From an optimization exercise on the open Yosys and OpenROAD flow, aimed at small area; shortcuts taken in it are not production practice.
Only simulation tests tie the RTL to the original design; equivalence was not proved.
No activity file was given, so power comes from the tool's default toggle rates.

==> flow/design.v <==
module sync_fifo
#(
	parameter integer WIDTH = 8,
	parameter integer DEPTH = 32,
	parameter integer FWFT  = 0
)
(
	input  wire             clk,
	input  wire             srst,
	input  wire [WIDTH-1:0] din,
	input  wire             wr_en,
	input  wire             rd_en,
	output wire [WIDTH-1:0] dout,
	output wire             full,
	output wire             almost_full,
	output wire             empty,
	output wire             almost_empty
);
localparam integer AW = (DEPTH > 1) ? $clog2(DEPTH) : 1;
localparam integer CW = $clog2(DEPTH + 1);
reg [WIDTH-1:0] mem [0:DEPTH-1];
reg [AW-1:0] wr_ptr, rd_ptr;
reg [CW-1:0] count;
reg [WIDTH-1:0] dout_r;
wire do_rd = rd_en && (count != 0);
wire do_wr = wr_en && ((count != DEPTH) || do_rd);
assign full         = (count == DEPTH);
assign almost_full  = (count >= DEPTH - 1);
assign empty        = (count == 0);
assign almost_empty = (count <= 1);
always @(posedge clk)
begin
	if(do_wr)
		mem[wr_ptr] <= din;
end
always @(posedge clk)
begin
	if(srst)
		begin
			wr_ptr <= 0;
			rd_ptr <= 0;
			count  <= 0;
			dout_r <= 0;
		end
	else
		begin
			if(do_wr)
				wr_ptr <= (wr_ptr == DEPTH - 1) ? {AW{1'b0}} : wr_ptr + 1'b1;
			if(do_rd)
				begin
					rd_ptr <= (rd_ptr == DEPTH - 1) ? {AW{1'b0}} : rd_ptr + 1'b1;
					dout_r <= mem[rd_ptr];
				end
			count <= count + (do_wr ? 1'b1 : 1'b0) - (do_rd ? 1'b1 : 1'b0);
		end
end
assign dout = (FWFT != 0) ? mem[rd_ptr] : dout_r;
endmodule
module line_shift_register
#(
	parameter integer WIDTH = 8,
	parameter integer DEPTH = 32
)
(
	input  wire             CLK,
	input  wire             RST,
	input  wire             CE,
	input  wire [WIDTH-1:0] D,
	output wire [WIDTH-1:0] Q
);
reg [WIDTH-1:0] sr [0:DEPTH-1];
integer i;
always @(posedge CLK)
begin
	if(!RST)
		begin
			for(i=0;i<DEPTH;i=i+1)
				sr[i]<=0;
		end
	else if(CE)
		begin
			sr[0]<=D;
			for(i=1;i<DEPTH;i=i+1)
				sr[i]<=sr[i-1];
		end
end
assign Q = sr[DEPTH-1];
endmodule
module gray_shift
(
	input clk,
	input rst,
	input ce,
	input [23:0] rgb,
	output reg [7:0] gray
);
wire [7:0] red;
wire [7:0] green;
wire [7:0] blue;
reg [15:0] gray_r,gray_g,gray_b;
wire [15:0] gray_w;
assign red = rgb[23:16];
assign green = rgb[15:8];
assign blue = rgb[7:0];
assign gray_w = gray_r + gray_g + gray_b;
always@(posedge clk)
begin
    if(!rst)
		begin
			gray_r <= 0;
			gray_g <= 0;
			gray_b <= 0;
		end
    else if(ce)
		begin
			gray_r <= (red <<6) + (red <<3) + (red <<2) + red     ;
			gray_g <= (green<<7) + (green<<4) + (green<<2) + green;
			gray_b <= (blue <<4) + (blue <<3) + (blue <<2) + 1'b1 ;
		end
	else
		begin
			gray_r <= gray_r;
			gray_g <= gray_g;
			gray_b <= gray_b;
		end
end
always@(posedge clk)
begin
    if(!rst)
        gray <= 0;
    else if(ce)
		gray <= gray_w[15:8];
	else
		gray <= gray;
end
endmodule
module u_sort
(  
input	clk,
input	rst,
input	ce,    
input  [7:0] data1, data2, data3,  
output reg [7:0] max_data, mid_data, min_data 
); 
always@(posedge clk) 
begin  
	if(!rst)   
		begin   
			max_data <= 0;   
			mid_data <= 0;   
			min_data <= 0;   
		end  
	else if(ce)
		begin
			if(data1 >= data2 && data1 >= data3)    
				max_data <= data1;   
			else if(data2 >= data1 && data2 >= data3)    
				max_data <= data2;   
			else   
				max_data <= data3; 
			if((data1 >= data2 && data1 <= data3) || (data1 >= data3 && data1 <= data2))    
				mid_data <= data1;   
			else if((data2 >= data1 && data2 <= data3) || (data2 >= data3 && data2 <= data1))   
				mid_data <= data2;   
			else   
				mid_data <= data3;   
			if(data1 <= data2 && data1 <= data3)    
				min_data <= data1;   
			else if(data2 <= data1 && data2 <= data3)    
				min_data <= data2;   
			else    
				min_data <= data3;  
		end
	else	
		begin      
			max_data <= max_data;   
			mid_data <= mid_data;   
			min_data <= min_data;   		
		end 
end 
endmodule
module u_media_value
(
	input clk,
	input rst,
	input ce,
	input [7:0] data11,data12,data13,data21,data22,data23,data31,data32,data33,
	output [7:0] final_media_data
);
wire [7:0] max_data1, mid_data1, min_data1; 
wire [7:0] max_data2, mid_data2, min_data2;
wire [7:0] max_data3, mid_data3, min_data3;
wire [7:0] max_min_data, mid_mid_data, min_max_data; 
u_sort unit0 
(  
.clk  (clk),  
.rst  (rst), 
.ce   (ce),   
.data1  (data11),   
.data2  (data12),   
.data3  (data13),    
.max_data (max_data1),  
.mid_data (mid_data1),  
.min_data (min_data1) 
); 
u_sort unit1
(  
.clk  (clk),  
.rst  (rst),  
.ce   (ce),   
.data1  (data21),   
.data2  (data22),   
.data3  (data23),    
.max_data (max_data2),  
.mid_data (mid_data2),  
.min_data (min_data2) 
); 
u_sort unit2
(  
.clk  (clk),  
.rst  (rst),  
.ce   (ce),   
.data1  (data31),   
.data2  (data32),   
.data3  (data33),    
.max_data (max_data3),  
.mid_data (mid_data3),  
.min_data (min_data3) 
); 
u_sort unit3
(  
.clk  (clk),  
.rst  (rst), 
.ce   (ce),    
.data1  (max_data1),   
.data2  (max_data2),   
.data3  (max_data3),    
.max_data (),  
.mid_data (),  
.min_data (max_min_data) 
); 
u_sort unit4
(  
.clk  (clk),  
.rst  (rst), 
.ce   (ce),    
.data1  (mid_data1),   
.data2  (mid_data2),   
.data3  (mid_data3),    
.max_data (),  
.mid_data (mid_mid_data),  
.min_data () 
); 
u_sort unit5
(  
.clk  (clk), 
.rst  (rst), 
.ce   (ce),    
.data1  (min_data1),   
.data2  (min_data2),   
.data3  (min_data3),    
.max_data (min_max_data),  
.mid_data (),  
.min_data ()
);
u_sort unit6
(  
.clk  (clk),  
.rst  (rst),  
.ce   (ce),   
.data1  (max_min_data),   
.data2  (mid_mid_data),   
.data3  (min_max_data),    
.max_data (),  
.mid_data (final_media_data),  
.min_data   () 
);
endmodule
module u_3_3_matrix
(
	input clk,
	input rst,
	input ce,
	input [7:0] data_line_0,data_line_1,data_line_2,
	output reg [7:0] data11,data12,data13,data21,data22,data23,data31,data32,data33
);
always @(posedge clk)
begin
	if(!rst)
		begin
			data11<=0;
			data12<=0;
			data13<=0;
			data21<=0;
			data22<=0;
			data23<=0;
			data31<=0;
			data32<=0;
			data33<=0;
		end
	else if(ce)
		begin
			data11<=data_line_0;
			data12<=data_line_1;
			data13<=data_line_2;
			data21<=data11;
			data22<=data12;
			data23<=data13;
			data31<=data21;
			data32<=data22;
			data33<=data23;		
		end
	else
		begin
			data11<=data11;
			data12<=data12;
			data13<=data13;
			data21<=data21;
			data22<=data22;
			data23<=data23;
			data31<=data31;
			data32<=data32;
			data33<=data33;		
		end
end
endmodule
module u_2_2_matrix
(
	input clk,
	input rst,
	input ce,
	input [7:0] data_line_0,data_line_1,
	output reg [7:0] data11,data12,data21,data22
);
always @(posedge clk)
begin
	if(!rst)
		begin
			data11<=0;
			data12<=0;
			data21<=0;
			data22<=0;
		end
	else if(ce)
		begin
			data11<=data_line_0;
			data12<=data_line_1;
			data21<=data11;
			data22<=data12;
		end
	else
		begin
			data11<=data11;
			data12<=data12;
			data21<=data21;
			data22<=data22;
		end
end
endmodule
module u_average_value
(
	input clk,
	input rst,
	input ce,
	input [7:0] data11,data12,data21,data22,
	output reg [9:0] average_value
);
reg [8:0] av_buffer1,av_buffer2;
always @(posedge clk)
begin
	if(!rst)
		begin
		av_buffer1<=0;
		av_buffer2<=0;
		average_value<=0;
		end
	else if(ce)
		begin
		av_buffer1<=data11+data12;
		av_buffer2<=data21+data22;
		average_value<=av_buffer1+av_buffer2;
		end
	else
		begin
		av_buffer1<=av_buffer1;
		av_buffer2<=av_buffer2;
		average_value<=average_value;
		end
end 
endmodule
module u_block_value_generator
#(
	parameter integer IMG_W = 32,
	parameter integer IMG_H = 24
)
(
	input clk,
	input rst,
	input ce,
	input [9:0] average_value,
	input [7:0] gray_int,
	output reg [23:0] threshold_data
);
reg [9:0] x1_ns,x2_ns;
reg [8:0] y1_ns,y2_ns;
reg [9:0] x1_cs,x2_cs;
reg [8:0] y1_cs,y2_cs;
reg [9:0] cnt_x;
reg [8:0] cnt_y;
reg [10:0] cnt;
reg [16:0] bf_cnt;
reg [9:0] value_generated,bf_generated;
reg wr;
wire rd;
wire [9:0] fifo_gen,fifo_gen_bf;
reg backframe_rd_valid;
wire [9:0] back_pixel;
reg [9:0] sub_data1,sub_data2;
reg [9:0] abs_data;
reg [7:0] gray_bf_0,gray_bf_1,gray_bf_2;
assign rd = (cnt>=IMG_W) && ce;
always @(posedge clk)
begin
    if(!rst)
        wr<=0;
    else 
        wr<=(cnt<IMG_W) && ce;
end
always @(posedge clk)
begin
	if(!rst)
		cnt<=0;
	else if( ce && (cnt==(2*IMG_W-1)) )
		cnt<=0;
	else if( ce && (cnt!=(2*IMG_W-1)) )
		cnt<=cnt+1;
	else
	   cnt<=cnt;
end
always @(posedge clk)
begin
	if(!rst)
		bf_cnt<=0;
	else if( (cnt[0]==0) && (cnt<IMG_W) && ce && (bf_cnt==(IMG_W/2)*(IMG_H/2)-1) )
		bf_cnt<=(IMG_W/2)*(IMG_H/2);
	else if( (cnt[0]==0) && (cnt<IMG_W) && ce && (bf_cnt<(IMG_W/2)*(IMG_H/2)-1) )
		bf_cnt<=bf_cnt+1;
	else
	    bf_cnt<=bf_cnt;
end
always @(posedge clk)
begin
    if(!rst)
        backframe_rd_valid<=0;
    else if( ce && (bf_cnt==(IMG_W/2)*(IMG_H/2)-1) )
        backframe_rd_valid<=1;
    else
        backframe_rd_valid<=backframe_rd_valid;
end
sync_fifo #(.WIDTH(10), .DEPTH(IMG_W), .FWFT(0)) unit_fifo_block_av_gen
(
.clk(clk),
.srst(!rst),
.din(value_generated),
.wr_en(wr),
.rd_en(rd),
.dout(fifo_gen),
.full(),
.almost_full(),
.empty(),
.almost_empty()
);
sync_fifo #(.WIDTH(10), .DEPTH(IMG_W), .FWFT(0)) unit_fifo_block_bf_gen
(
.clk(clk),
.srst(!rst),
.din(bf_generated),
.wr_en(wr),
.rd_en(rd),
.dout(fifo_gen_bf),
.full(),
.almost_full(),
.empty(),
.almost_empty()
);
sync_fifo #(.WIDTH(10), .DEPTH((IMG_W/2)*(IMG_H/2)), .FWFT(0)) unit_fifo_backframe
(
.clk(clk),
.srst(!rst),
.din(average_value), 
.wr_en( (cnt[0]==0) && (cnt<IMG_W) && ce),
.rd_en( (cnt[0]==0) && (cnt<IMG_W) && ce && backframe_rd_valid),
.dout(back_pixel),
.full(),
.almost_full(),
.empty(),
.almost_empty()
);
always @(posedge clk)
begin
	if(!rst)
		value_generated<=0;
	else if( (cnt[0]==0) && (cnt<IMG_W) && ce ) 
		value_generated<=average_value;
	else if( (cnt[0]==1) && (cnt<IMG_W) && ce )
		value_generated<=value_generated;
	else if( (cnt>=IMG_W) && ce )
		value_generated<=fifo_gen;	
	else
		value_generated<=value_generated;
end
always @(posedge clk)
begin
    if(!rst)
        gray_bf_0<=0;
    else if(ce)
        gray_bf_0<=gray_int;
    else
        gray_bf_0<=gray_bf_0;
end
always @(posedge clk)
begin
	if(!rst)
		bf_generated<=0;
	else if( (cnt[0]==0) && (cnt<IMG_W) && ce ) 
		bf_generated<=back_pixel;
	else if( (cnt[0]==1) && (cnt<IMG_W) && ce )
		bf_generated<=bf_generated;
	else if( (cnt>=IMG_W) && ce )
		bf_generated<=fifo_gen_bf;	
	else
		bf_generated<=bf_generated;
end
always @(posedge clk)
begin
    if(!rst)
        begin
            sub_data1<=0;
            sub_data2<=0;
        end
    else if(ce)
        begin
            sub_data1<=value_generated;
            sub_data2<=bf_generated;
        end
    else
        begin
            sub_data1<=sub_data1;
            sub_data2<=sub_data2;
        end
end
always @(posedge clk)
begin
    if(!rst)
        gray_bf_1<=0;
    else if(ce)
        gray_bf_1<=gray_bf_0;
    else
        gray_bf_1<=gray_bf_1;
end
always @(posedge clk)
begin
    if(!rst)
        abs_data<=0;
    else if(ce)
        begin
            if(sub_data1>sub_data2)
                abs_data<=sub_data1-sub_data2;
            else
                abs_data<=sub_data2-sub_data1;
        end
    else
        abs_data<=abs_data;
end
always @(posedge clk)
begin
    if(!rst)
        gray_bf_2<=0;
    else if(ce)
        gray_bf_2<=gray_bf_1;
    else
        gray_bf_2<=gray_bf_2;
end
reg [7:0] gray_buffer;
wire gray_1bit_end;
assign gray_1bit_end = (sub_data1[2] || sub_data1[1]);
always @(posedge clk)
begin
    if(!rst)
        gray_buffer<=0;
    else if(ce)
        gray_buffer<={sub_data1[9:3],gray_1bit_end};
    else
        gray_buffer<=gray_buffer;
end
reg ce_buf;
reg ce_0,ce_1;
always @(posedge clk)
begin
    if(!rst)
        begin
        ce_0<=0;
        ce_1<=0;
        ce_buf<=0;
        end
    else
        begin
        ce_0<=ce;
        ce_1<=ce_0;
        ce_buf<=ce_1;
        end
end
always  @(posedge clk)
begin
    if(!rst)
        cnt_x<=0;
    else if(cnt_x<(IMG_W-1) && ce_buf)
        cnt_x<=cnt_x+1;
    else if(cnt_x==(IMG_W-1) && ce_buf)
        cnt_x<=0;
    else
        cnt_x<=cnt_x;
end
always  @(posedge clk)
begin
    if(!rst)
        cnt_y<=0;
    else if(cnt_y<(IMG_H-1) && ce_buf && cnt_x==(IMG_W-1))
        cnt_y<=cnt_y+1;
    else if(cnt_y==(IMG_H-1) && ce_buf && cnt_x==(IMG_W-1))
        cnt_y<=0;
    else
        cnt_y<=cnt_y;
end
always @(posedge clk)
begin
    if(!rst)
        begin
            x1_cs<=0;
            x2_cs<=0;
            y1_cs<=0;
            y2_cs<=0;
        end
     else if(cnt_y==(IMG_H-1) && ce_buf && cnt_x==(IMG_W-1))
        begin
            x1_cs<=x1_ns;
            x2_cs<=x2_ns;
            y1_cs<=y1_ns;
            y2_cs<=y2_ns;      
        end
     else
        begin
            x1_cs<=x1_cs;
            x2_cs<=x2_cs;
            y1_cs<=y1_cs;
            y2_cs<=y2_cs;   
        end
end
always @(posedge clk)
begin
    if(!rst)
        x1_ns<=0;
    else if(cnt_y==(IMG_H-1) && ce_buf && cnt_x==(IMG_W-1))
        x1_ns<=(IMG_W-1);
    else if(cnt_x<x1_ns && (abs_data>70) && ce_buf && (cnt_x>5) && (cnt_x<(IMG_W-6)))
        x1_ns<=cnt_x;
    else
        x1_ns<=x1_ns;
end         
always @(posedge clk)
begin
    if(!rst)
        x2_ns<=0;
    else if(cnt_y==(IMG_H-1) && ce_buf && cnt_x==(IMG_W-1))
        x2_ns<=0;
    else if(cnt_x>x2_ns && (abs_data>70) && ce_buf && (cnt_x>5) && (cnt_x<(IMG_W-6)))
        x2_ns<=cnt_x;
    else
        x2_ns<=x2_ns;
end         
always @(posedge clk)
begin
    if(!rst)
        y1_ns<=0;
    else if(cnt_y==(IMG_H-1) && ce_buf && cnt_x==(IMG_W-1))
        y1_ns<=(IMG_H-11);
    else if(cnt_y<y1_ns && (abs_data>70) && ce_buf  && (cnt_y>5) && (cnt_y<(IMG_H-6)))
        y1_ns<=cnt_y;
    else
        y1_ns<=y1_ns;
end  
always @(posedge clk)
begin
    if(!rst)
        y2_ns<=0;
    else if(cnt_y==(IMG_H-1) && ce_buf && cnt_x==(IMG_W-1))
        y2_ns<=0;
    else if(cnt_y>y2_ns && (abs_data>70) && ce_buf && (cnt_y>5) && (cnt_y<(IMG_H-6))  )
        y2_ns<=cnt_y;
    else
        y2_ns<=y2_ns;
end  
always @(posedge clk)
begin
    if(!rst)
        threshold_data<=0;
    else if(ce)
        begin
            if( (cnt_x<10) ||(cnt_x>(IMG_W-11)) || (cnt_y<10) || (cnt_y>(IMG_H-11)) )
                threshold_data<=24'd0;
            if(abs_data>70)
                threshold_data<={8'd255,8'd0,8'd0};
            else if(cnt_y==y1_cs && cnt_x<=x2_cs && cnt_x>=x1_cs)
                threshold_data<={8'd0,8'd0,8'd255};
            else if(cnt_y==y2_cs && cnt_x<=x2_cs && cnt_x>=x1_cs)
                threshold_data<={8'd0,8'd0,8'd255};          
            else if(cnt_x==x1_cs && cnt_y<y2_cs && cnt_y>y1_cs)
                threshold_data<={8'd0,8'd0,8'd255};            
            else if(cnt_x==x2_cs && cnt_y<y2_cs && cnt_y>y1_cs)
                threshold_data<={8'd0,8'd0,8'd255};              
            else 
                threshold_data<={gray_bf_2,gray_bf_2,gray_bf_2};
        end
    else
        threshold_data<=threshold_data;
end
endmodule
module image_process_v1_0 #
(
	parameter integer IMG_W = 32,
	parameter integer IMG_H = 24,
	parameter integer C_M00_AXIS_TDATA_WIDTH	= 32,
	parameter integer C_M00_AXIS_START_COUNT	= 32,
	parameter integer C_S00_AXIS_TDATA_WIDTH	= 32
)
(
	input wire  m00_axis_aclk,
	input wire  m00_axis_aresetn,
	output reg  m00_axis_tvalid,
	output wire [C_M00_AXIS_TDATA_WIDTH-1 : 0] m00_axis_tdata,
	output wire [(C_M00_AXIS_TDATA_WIDTH/8)-1 : 0] m00_axis_tstrb,
	output wire  m00_axis_tlast,
	input wire  m00_axis_tready,
	output reg  s00_axis_tready,
	input wire [C_S00_AXIS_TDATA_WIDTH-1 : 0] s00_axis_tdata,
	input wire [(C_S00_AXIS_TDATA_WIDTH/8)-1 : 0] s00_axis_tstrb,
	input wire  s00_axis_tlast,
	input wire  s00_axis_tvalid
);
wire ce;
wire [7:0] gray_r;
wire [7:0] gray_data0;
wire [7:0] gray_data1;
wire [7:0] gray_data2;	
wire rnext,wnext;
wire [7:0] data11,data12,data13,data21,data22,data23,data31,data32,data33;
wire [7:0] media_value;
wire [23:0] data_out;
wire signal_empty,signal_full,signal_almost_empty,signal_almost_full;
reg [9:0] cnt;
wire [9:0] average_value;
wire [7:0] av_din0,av_din1;
wire [7:0] av_11,av_12,av_21,av_22;
wire [23:0] threshold_data;
assign rnext = s00_axis_tready && s00_axis_tvalid;
assign wnext = m00_axis_tvalid && m00_axis_tready;
assign ce = rnext;
assign m00_axis_tdata = {8'd0, data_out};
assign m00_axis_tstrb = {(C_M00_AXIS_TDATA_WIDTH/8){1'b1}};
always @(posedge m00_axis_aclk)
begin
	if(!m00_axis_aresetn)
		cnt<=0;
	else if(cnt==IMG_W-1 && wnext)
		cnt<=0;
	else if( (cnt!=IMG_W-1) && wnext)
		cnt<=cnt+1;
	else 
		cnt<=cnt;
end
assign m00_axis_tlast = wnext && (cnt==IMG_W-1);
always @(posedge m00_axis_aclk)
begin
	if(!m00_axis_aresetn)
		m00_axis_tvalid<=1'b0;
	else if(signal_empty)
		m00_axis_tvalid<=1'b0;
	else if( signal_almost_empty && wnext )
		m00_axis_tvalid<=1'b0;
	else if( (!signal_empty) && (!m00_axis_tvalid) && m00_axis_tready )
		m00_axis_tvalid<=1'b1;
	else 
		m00_axis_tvalid<=1'b1;
end
always @(posedge m00_axis_aclk)
begin
	if(!m00_axis_aresetn)
		s00_axis_tready<=1'b0;
	else if(signal_full)
		s00_axis_tready<=1'b0;
	else if( signal_almost_full && rnext )
		s00_axis_tready<=1'b0;
	else if( (!signal_full) && (!s00_axis_tready) && s00_axis_tvalid )
		s00_axis_tready<=1'b1;
	else 
		s00_axis_tready<=1'b1;
end
gray_shift unit_gray_shift 
(
.clk(m00_axis_aclk),
.rst(m00_axis_aresetn),
.ce(ce),
.rgb(s00_axis_tdata[23:0]),
.gray(gray_r)
);
line_shift_register #(.DEPTH(IMG_W)) unit_line_shift_register_0
(
.RST(m00_axis_aresetn),
.D(gray_r),
.CLK(m00_axis_aclk),
.CE(ce),
.Q(gray_data0)
);
line_shift_register #(.DEPTH(IMG_W)) unit_line_shift_register_1
(
.RST(m00_axis_aresetn),
.D(gray_data0),
.CLK(m00_axis_aclk),
.CE(ce),
.Q(gray_data1)
);
line_shift_register #(.DEPTH(IMG_W)) unit_line_shift_register_2
(
.RST(m00_axis_aresetn),
.D(gray_data1),
.CLK(m00_axis_aclk),
.CE(ce),
.Q(gray_data2)
);
u_3_3_matrix unit_3_3_matrix
(
.clk(m00_axis_aclk),
.rst(m00_axis_aresetn),
.ce(ce),
.data_line_0(gray_data0),
.data_line_1(gray_data1),
.data_line_2(gray_data2),
.data11(data11),
.data12(data12),
.data13(data13),
.data21(data21),
.data22(data22),
.data23(data23),
.data31(data31),
.data32(data32),
.data33(data33)
);
u_media_value unit_media_value
(
.clk(m00_axis_aclk),
.rst(m00_axis_aresetn),
.ce(ce),
.data11(data11),
.data12(data12),
.data13(data13),
.data21(data21),
.data22(data22),
.data23(data23),
.data31(data31),
.data32(data32),
.data33(data33),
.final_media_data(media_value)
);
reg fifo_wr_valid,av_valid;
reg [11:0] valid_cnt;
always @(posedge m00_axis_aclk)
begin
	if(!m00_axis_aresetn)
		valid_cnt<=0;
    else if(rnext)
        valid_cnt<=valid_cnt+1;
	else 
		valid_cnt<=valid_cnt;
end
always @(posedge m00_axis_aclk)
begin
	if(!m00_axis_aresetn)
		av_valid<=1'b0;
	else if(valid_cnt==4*IMG_W+10)
		av_valid<=1'b1;
	else 
		av_valid<=av_valid;
end
always @(posedge m00_axis_aclk)
begin
	if(!m00_axis_aresetn)
		fifo_wr_valid<=1'b0;
	else if(valid_cnt==4*IMG_W+15)
		fifo_wr_valid<=1'b1;
	else 
		fifo_wr_valid<=fifo_wr_valid;
end
line_shift_register #(.DEPTH(IMG_W)) unit_line_average_0
(
.RST(m00_axis_aresetn),
.D(media_value),
.CLK(m00_axis_aclk),
.CE(ce),
.Q(av_din0)
);
line_shift_register #(.DEPTH(IMG_W)) unit_line_average_1
(
.RST(m00_axis_aresetn),
.D(av_din0),
.CLK(m00_axis_aclk),
.CE(ce),
.Q(av_din1)
);
u_2_2_matrix unit_2_2_matrix
(
.clk(m00_axis_aclk),
.rst(m00_axis_aresetn),
.ce(ce),
.data_line_0(av_din0),
.data_line_1(av_din1),
.data11(av_11),
.data12(av_12),
.data21(av_21),
.data22(av_22)
);
u_average_value unit_average_value
(
.clk(m00_axis_aclk),
.rst(m00_axis_aresetn),
.ce(ce),
.data11(av_11),
.data12(av_12),
.data21(av_21),
.data22(av_22),
.average_value(average_value)
);
u_block_value_generator #(.IMG_W(IMG_W), .IMG_H(IMG_H)) unit_block_value_generator_av
(
.clk(m00_axis_aclk),
.rst(m00_axis_aresetn),
.ce(ce && av_valid),
.average_value(average_value),
.gray_int(av_22),
.threshold_data(threshold_data)
);
sync_fifo #(.WIDTH(24), .DEPTH(32), .FWFT(1)) unit_fifo_0
(
.clk(m00_axis_aclk),
.srst(!m00_axis_aresetn),
.din(threshold_data), 
.wr_en(ce && fifo_wr_valid),
.rd_en(wnext),
.dout(data_out),
.full(signal_full),
.almost_full(signal_almost_full),
.empty(signal_empty),
.almost_empty(signal_almost_empty)
);
endmodule
==> flow/run.sh <==
#!/bin/bash
# synth_recipe.tcl (not shown) runs the flow's synth.tcl, then flattens the netlist and writes it again
# the make line also repeats each setting of config.mk as NAME=value (left out here)
make -C /OpenROAD-flow-scripts/flow DESIGN_CONFIG=/design/flow/config.mk WORK_HOME=/design/flow/orfs CLKGATE_MAP_FILE= SYNTH_SCRIPT=/design/flow/synth_recipe.tcl finish
==> flow/config.mk <==
export PLATFORM = sky130hd
export DESIGN_NAME = image_process_v1_0
export DESIGN_NICKNAME = image_process_v1_0
export VERILOG_FILES = /design/flow/design.v
export SDC_FILE = /design/flow/constraint.sdc
export NUM_CORES = 4
export LEC_CHECK = 0
export CAP_MARGIN = 20
export CORE_MARGIN = 2
export CORE_UTILIZATION = 45
export PLACE_DENSITY = 0.6
export SLEW_MARGIN = 20
==> flow/constraint.sdc <==
create_clock -name core_clock -period 10.0 [get_ports {m00_axis_aclk}]
set_input_delay 2.0000 -clock core_clock [delete_from_list [all_inputs] [get_ports {m00_axis_aclk}]]
set_output_delay 2.0000 -clock core_clock [all_outputs]
set_load 0.01 [all_outputs]
==> results.toml <==
[synth]
synthArstFlopShare = 0
ys_warn_count = 12
synth_cell_types = 91
ys.flop_type = "edfxtp_1"
synthCells = 15000
synth_area_mm2 = 0.206
yosys-top-cells-area = "edfxtp_1 49%, dfxtp_1 18%, mux4_2 10%"
ys_seq_area_frac = 0.668
avgSynthCellArea_um2 = 13.7
synth-seq-cells = 5192
synth_area_leader_cell = "edfxtp_1"
yosysMostFrequentCell = "edfxtp_1"
synth.top_cell.area_share = 0.486
synth_common_cells = "3328 x edfxtp_1, 3105 x nand2_1, 1864 x dfxtp_1"
synth-edff-count = 3328

[grt]
antenna_found_initial = 9
overflow = 0
track_usage = 0.194
grt_max_degree = 243
grt_pass1_wl_um = 699000
grt_pass1_vias = 115000

[clocking]
clock_latency_ns = 1.06
htreeDepth = 6
cts.sinks = 5192
ctsHoldBuffers = 0
ctsLongestPathBuffers = 4
cts_tree = "yes"
post_cts_resized = 0
cts-buffers-inserted = 548
clkTransAtPathRegs_ns = 0.06
cts_root_buf = "clkbuf_16"
post-cts-setup-buffers = 0

[sta]
timing.setup.tns_ns = 0
worst_slew_pin_slew_ns = 1.11
fin_skew_ns = 0.0620
timing.final.crit_share = 0.665
relSlewSlack = 0.255
report.final.setup_viol = 0
rsz0062_at_grt = "false"
period_minus_slack_ns = 6.65
holdWs_ns = 0.407
drv_slew = 0
finalHoldViolCount = 0
clock.fmax_mhz = 150

[routing]
wl_met2_um = 220000
wirelength_um = 456000
met3_length_um = 23900
viasPerCell = 5.49
met1Wirelength_um = 202000
drc = 0
vias = 117000
drt_pass1_iterations = 5
top_layer = "met5"
drt_iter0_drc = 10900
wire_per_inst_um = 21.4
ant_nets = 0

[setup_path]
start_kind = "flop"
worstSetupPathType = "flop to primary output"
cp_max_fo = 137
crit_chain = "buf_12, mux4_2, mux4_2, mux2_2, clkdlybuf4s50_1"
slowest_delay_ns = 0.93
cpMaxStageDelayCell = "dfxtp_4"
path_common_cell = "mux4_2"
critPathRequiredTime_ns = 8.00
path_buf_inv = 2
arrival_ns = 4.65
rr_worst_depth = 7
r2r_start = "s00_axis_tready"
ff2ff_setup_slack_ns = 4.99
crit_path_end_kind = "primary output"
worstSetupPathDepth = 5
critPathTopFamily = "multiplexers"

[power]
ir_worst_vdd_uv = 192
power_frac_clock = 0.445
combPwrFrac = 0.038
sequentialPowerShare = 0.517
p_sw_w = 0.00962
p_int_w = 0.0345
swShare = 0.218
power_per_cell_area_mw_per_mm2 = 192
p_leak_nw = 76.8

[placed_design]
place_area_mm2 = 0.212
dp_hpwl_um = 266000
gp_congestion = 0.802
place.port_buffers = 54
place_inst = 20400

[outcome]
status = "complete, no violations"

[layout]
areaGrowthSynthToFinish_pct = 11.6
fillers = 38600
fin_util = 0.504
fin_cells = 21400
drive_gt1_frac = 0.137
postLayoutCellArea_mm2 = 0.229
nNetsFinal = 15400

[floorplanning]
row_count = 248
die_area_mm2 = 0.462
core_area_mm2 = 0.456
start_util = 0.451
num_io_pins = 80
die_y_um = 680
die-width_um = 680

[min_path]
holdPathEnd = "unit_line_average_1.sr[29][2]"
hold_start = "unit_line_average_1.sr[28][2]"
hp-class = "flop to flop"
hold_depth = 2

[flow_run]
cap_violations = 0
==> kinds of logic (layout without fill, tap and decap cells) <==
kind of cell,after synthesis,count (layout),share of synthesized area
adders and majority gates,471,471,0.0301
DFF,5192,5192,0.668
AOI/OAI and AO/OA,2370,2370,0.0647
buffers and inverters,1252,1569,0.0246
xor gates and xnor gates,123,123,0.00524
muxes,1358,1358,0.124
and+or+nand+nor,4257,4257,0.0841
other,2,17,0.0000365
==> worst reg2reg max path, stage by stage, from the launching register on <==
cell and delay (ns):
dfxtp_1 0.62, and2_4 0.48, nand2_2 0.27, nor4_4 0.55, o21a_1 0.61, nand3_1 0.74, buf_4 0.49, nor2_1 0.85
==> area by class of cell <==
type,count,area (µm²),share of cell area
antenna,3,7.51,0.0000327
clock buffer,769,15200,0.0664
clock inverter,213,2050,0.00896
inverter,336,1270,0.00553
multi-input combinational,8593,63600,0.277
sequential,5192,137000,0.599
tap,6000,7510,0.0327
timing repair buffer,251,2330,0.0101
==> per-stage QoR <==
step / setup slack, ns / power, W
global route: 3.16 / 0.0456
floorplan: 5.10 / 0.0245
global placement: 3.00 / 0.0250
detailed placement: 2.86 / 0.0250
CTS: 3.21 / 0.0446
finish: 3.35 / 0.0441
==> flip-flops by register name (all words and copies together) (netlist names), 17 cells and up, named ones only <==
| name | count |
|---|---|
| unit_line_average_0.sr | 256 |
| unit_line_average_1.sr | 248 |
| unit_block_value_generator_av.threshold_data | 24 |
| unit_line_shift_register_0.sr | 256 |
| unit_line_shift_register_2.sr | 232 |
| unit_line_shift_register_1.sr | 232 |
| unit_block_value_generator_av.bf_cnt | 17 |
| unit_fifo_0.mem | 768 |
| unit_block_value_generator_av.unit_fifo_backframe.mem | 1920 |
| unit_block_value_generator_av.unit_fifo_block_av_gen.mem | 320 |
| unit_block_value_generator_av.unit_fifo_block_bf_gen.mem | 320 |
==> power by group through the flow <==
| stage | logic (W) | registers (W) | clock network [W] |
|---|---|---|---|
| after detailed placement | 0.00172 | 0.0233 | 0 |
| after global routing | 0.00190 | 0.0228 | 0.0209 |
| after CTS | 0.00173 | 0.0228 | 0.0201 |
| after global placement | 0.00172 | 0.0232 | 0 |
| after floorplan | 0.00128 | 0.0232 | 0 |
| final | 0.00169 | 0.0228 | 0.0196 |
==> how the worst max path moves through the flow <==
stage                 startpoint                          to  slack, ns
6_report                    flop          m00_axis_tdata[19]       3.35
5_1_grt                     flop           m00_axis_tdata[7]       3.16
4_1_cts                     flop           m00_axis_tdata[7]       3.21
3_5_place_dp     s00_axis_tvalid                        flop       2.86
3_3_place_gp     s00_axis_tvalid                        flop       3.00
2_1_floorplan  s00_axis_tdata[8]  unit_gray_shift.gray_g[14]       5.10
==> metal layers <==
metal,vias to the layer above,track usage
met4,2,0.0480
met5,-,0
met3,644,0.0268
met2,2651,0.319
met1,59100,0.272
li1,54800,-
==> cells in the final DEF, fill, tap and decap left out, types with 21 or more instances in the layout <==
| cell type | netlist | routed |
|---|---|---|
| a211oi_1 | 39 | 39 |
| a21o_1 | 91 | 91 |
| a21oi_1 | 1661 | 1660 |
| a22oi_1 | 90 | 90 |
| and2_1 | 38 | 36 |
| and3_1 | 23 | 22 |
| buf_12 | 0 | 23 |
| buf_4 | 56 | 171 |
| bufinv_16 | 0 | 24 |
| clkbuf_1 | 677 | 167 |
| clkbuf_16 | 0 | 562 |
| clkbuf_8 | 0 | 39 |
| clkdlybuf4s50_1 | 0 | 53 |
| clkinv_1 | 2 | 74 |
| clkinv_2 | 0 | 59 |
| dfxtp_1 | 1864 | 1823 |
| dfxtp_2 | 0 | 21 |
| edfxtp_1 | 3328 | 3328 |
| fa_1 | 38 | 38 |
| ha_1 | 433 | 433 |
| inv_1 | 332 | 331 |
| mux2_2 | 60 | 60 |
| mux2i_1 | 360 | 360 |
| mux4_2 | 936 | 936 |
| nand2_1 | 3105 | 3099 |
| nand2b_1 | 26 | 26 |
| nand3_1 | 198 | 198 |
| nand4_1 | 83 | 83 |
| nor2_1 | 558 | 509 |
| nor2_4 | 0 | 34 |
| nor2b_1 | 50 | 48 |
| nor3_1 | 67 | 63 |
| o21a_1 | 42 | 42 |
| o21ai_0 | 222 | 222 |
| o21bai_1 | 27 | 27 |
| o221ai_1 | 24 | 24 |
| xnor2_1 | 61 | 61 |
| xor2_1 | 62 | 62 |

what the ideal ports hide:
No port has a modelled driver above. Below, the same layout with a new extraction and two added sets of constraints.
Step 1 assumes that a clkbuf_16 drives the clock port and a buf_2 every other input.
Step 2 also shifts input and output timing later by t, the mid clock arrival at the registers, as if the neighbouring blocks saw the same clock.
Slacks: ideal / step 1 / step 2; pairs: ideal / step 1.
t (ns): 1.147
slack for setup (ns): 3.352 / 3.239 / 2.915
worst setup path after step 2: input to register
clock arrival spread, ns: 0.063 / 0.063
cell pins on the clock port's net: 1
After both steps this run still meets setup and hold. The setup slack of this run moves by -0.113 ns with the drivers and by -0.437 ns with both steps.
